What follows belongs to an exercise in optimizing a design on an open flow for small area; a production flow would make more cautious choices. Only simulation tests tie the RTL to the original design; equivalence was not proved. Power figures rest on the tool's default switching activity, not on a simulated workload.

==> flow/design.v <==
module apb_wrapper #(parameter
            ADDR_WIDTH = 16,
            DATA_WIDTH = 32 )
(
    input   logic                       pclk,
    input   logic                       preset_n,
    input   logic                       tx_valid,
    input   logic   [1:0]               tx_encode,
    input   logic   [ADDR_WIDTH-1:0]    tx_addr,
    input   logic   [DATA_WIDTH-1:0]    tx_wdata,
    output  logic   [DATA_WIDTH-1:0]    tx_rdata,
    output  logic                       tx_rvalid,
    output  logic                       Intr ,            
    input   logic                       Tx_done_i,       
    input   logic                       Rx_done_i,
    input   logic                       Arb_done_i
    );
    localparam [3:0] OP_RZERO = 4'd9;
    localparam [3:0] OP_WST   = 4'd10;
    localparam [3:0] OP_WIE   = 4'd11;
    localparam [3:0] OP_NONE  = 4'd15;
    reg         s_setup;
    reg         s_acc;
    reg  [3:0]  op;
    reg  [2:0]  wd3;
    reg  [16:0] cfg0;
    reg  [20:0] cfg1;
    reg  [31:0] cfg4, cfg5, cfg6, cfg7, cfg8;
    reg  [6:0]  vld;             
    reg  [2:0]  status_reg;
    reg  [2:0]  intr_en;
    wire        req    = tx_valid & ~tx_encode[1];
    wire        take   = req & ~s_setup;
    wire        is_wr  = tx_encode[0];
    wire        in_map = (tx_addr[15:6] == 10'd0) && (tx_addr[1:0] == 2'b00)
                         && (~tx_addr[5] || (tx_addr[4:2] == 3'b000));
    wire [3:0]  idx    = tx_addr[5:2];
    wire        err    = (tx_addr > 16'h0020);
    wire        wtake  = take & is_wr & in_map;
    wire        we0 = wtake && (idx == 4'd0);
    wire        we1 = wtake && (idx == 4'd1);
    wire        we4 = wtake && (idx == 4'd4);
    wire        we5 = wtake && (idx == 4'd5);
    wire        we6 = wtake && (idx == 4'd6);
    wire        we7 = wtake && (idx == 4'd7);
    wire        we8 = wtake && (idx == 4'd8);
    reg  [3:0]  op_next;
    always @(*) begin
        if (is_wr) begin
            if (in_map && idx == 4'd2)      op_next = OP_WST;
            else if (in_map && idx == 4'd3) op_next = OP_WIE;
            else                            op_next = OP_NONE;
        end else begin
            if (in_map)                     op_next = idx;
            else if (err)                   op_next = OP_NONE;
            else                            op_next = OP_RZERO;
        end
    end
    always @(posedge pclk or negedge preset_n) begin
        if (~preset_n) begin
            s_setup <= 1'b0;
            s_acc   <= 1'b0;
        end else begin
            s_setup <= take;
            s_acc   <= s_setup;
        end
    end
    always @(posedge pclk) begin
        if (~s_setup) begin
            op  <= op_next;
            wd3 <= tx_wdata[2:0];
        end
    end
    always @(posedge pclk) begin
        if (we0) cfg0 <= {tx_wdata[24:16], tx_wdata[7:0]};
        if (we1) cfg1 <= tx_wdata[20:0];
        if (we4) cfg4 <= tx_wdata;
        if (we5) cfg5 <= tx_wdata;
        if (we6) cfg6 <= tx_wdata;
        if (we7) cfg7 <= tx_wdata;
        if (we8) cfg8 <= tx_wdata;
    end
    always @(posedge pclk or negedge preset_n) begin
        if (~preset_n) vld <= 7'b0;
        else           vld <= vld | {we8, we7, we6, we5, we4, we1, we0};
    end
    wire acc_rst = s_acc && (op == 4'd2);
    wire acc_wst = s_acc && (op == OP_WST);
    wire acc_wie = s_acc && (op == OP_WIE);
    always @(posedge pclk or negedge preset_n) begin
        if (~preset_n) begin
            status_reg <= 3'b0;
            intr_en    <= 3'b0;
        end else begin
            if (acc_rst)      status_reg <= 3'b0;
            else if (acc_wst) status_reg <= status_reg & ~wd3;
            else              status_reg <= {Arb_done_i, Rx_done_i, Tx_done_i};
            if (acc_wie)      intr_en    <= wd3;
        end
    end
    assign Intr = |(status_reg & intr_en);
    wire [31:0] rmux =
          ({32{op == 4'd0 && vld[0]}} & {7'b0, cfg0[16:8], 8'b0, cfg0[7:0]})
        | ({32{op == 4'd1 && vld[1]}} & {11'b0, cfg1})
        | ({32{op == 4'd2}}           & {29'b0, status_reg})
        | ({32{op == 4'd3}}           & {29'b0, intr_en})
        | ({32{op == 4'd4 && vld[2]}} & cfg4)
        | ({32{op == 4'd5 && vld[3]}} & cfg5)
        | ({32{op == 4'd6 && vld[4]}} & cfg6)
        | ({32{op == 4'd7 && vld[5]}} & cfg7)
        | ({32{op == 4'd8 && vld[6]}} & cfg8);
    always @(posedge pclk) begin
        tx_rdata <= rmux;
    end
    always @(posedge pclk or negedge preset_n) begin
        if (~preset_n) tx_rvalid <= 1'b0;
        else           tx_rvalid <= s_acc && !(op[3] && op[1]);
    end
endmodule
Settings: LEC_CHECK=0, ABC_AREA=1, CAP_MARGIN=20, CORE_MARGIN=2, CORE_UTILIZATION=40, SLEW_MARGIN=20; clock period 5.0 ns.
run.sh (not shown) runs the stock make flow with config.mk's settings and CLKGATE_MAP_FILE= SYNTH_SCRIPT=/design/flow/synth_recipe.tcl, a recipe that flattens the netlist after the stock synthesis.
Rerun with:
Settings changed: ABC_AREA 1 to unset, CORE_UTILIZATION 40 to 70, CTS_BUF_LIST set to sky130_fd_sc_hd__clkbuf_8, CTS_CLUSTER_DIAMETER set to 60, CTS_CLUSTER_SIZE set to 16.
The changed run passed the timing, design-rule and antenna checks.
Cell area fell by roughly a tenth.
Routed wire length decreases by roughly a tenth.
First-iteration DRC count went up by well over a third.
Register-to-register slack gets better by 0.17 ns.
Total power goes down by about a fifth.
Global-route usage grows by 9.2 points.
Final cell count shrinks by a quarter to a third.
Rerun with:
Settings changed: CTS_BUF_LIST sky130_fd_sc_hd__clkbuf_8 to sky130_fd_sc_hd__clkbuf_4, CTS_CLUSTER_DIAMETER 60 to 40, CTS_CLUSTER_SIZE 16 to 8.
Effect:
- The new run produced a clean layout
- core utilization came out higher by 1.5 points
- first-iteration DRC count came out lower by 8.6%
- flip-flop and latch count is unchanged
- clock power came out higher by 33%
- sequential share of layout area came out lower by 1.3 points
- routed wire length came out higher by 5.3%
- power came out higher by 9.7%
- hold slack stays flat
Rerun with:
Settings changed: CORE_UTILIZATION 70 to 40, CTS_BUF_LIST sky130_fd_sc_hd__clkbuf_4 to unset, CTS_CLUSTER_DIAMETER 40 to unset, CTS_CLUSTER_SIZE 8 to unset.
The new run finished with timing, DRC and antenna clean.
Clock-buffer cell count came out lower by 26.
Design area came out higher by 4.6%.
Power came out higher by 18%.
Non-clock buffer count does not change.
Core utilization came out lower by 34 points.
Area after synthesis does not change.
Worst setup slack loses 0.070 ns.
Routed wire length came out higher by 6.0%.
Clock skew came out lower by 0.025 ns.

==> afterwards: timing with drivers on the ports <==
No port has a modelled driver above. Below, the same layouts with a new extraction and two added sets of constraints. Step 1, drivers: a clkbuf_16 drives pclk and a buf_2 each remaining input, both assumed. Step 2 times the ports against the registers' clock, not the clock port: input delays grow and output delays shrink by t, the midpoint of the rising clock arrivals with the driver on. Three values: ideal, step 1, step 2; two values: the first two.
run | t (ns) | setup WS [ns] | hold slack, ns | slew at the worst register clock pin (ns) | worst slew at a driven data input, ns
the first run | 0.556 | 1.780 / 1.796 / 1.241 | 0.405 / 0.405 / 0.405 | 0.06 / 0.06 | 0.05
the second run | 0.534 | 1.825 / 1.831 / 1.297 | 0.441 / 0.441 / 0.441 | 0.10 / 0.10 | 0.04
the third run | 0.615 | 1.887 / 1.898 / 1.282 | 0.442 / 0.442 / 0.442 | 0.10 / 0.10 | 0.05
the fourth run | 0.567 | 1.817 / 1.841 / 1.274 | 0.439 / 0.439 / 0.439 | 0.06 / 0.06 | 0.04
After both steps every run listed still meets setup and hold. For the third run, which loses most, drivers alone change the setup slack by +0.011 ns; drivers and shift together by -0.605 ns.
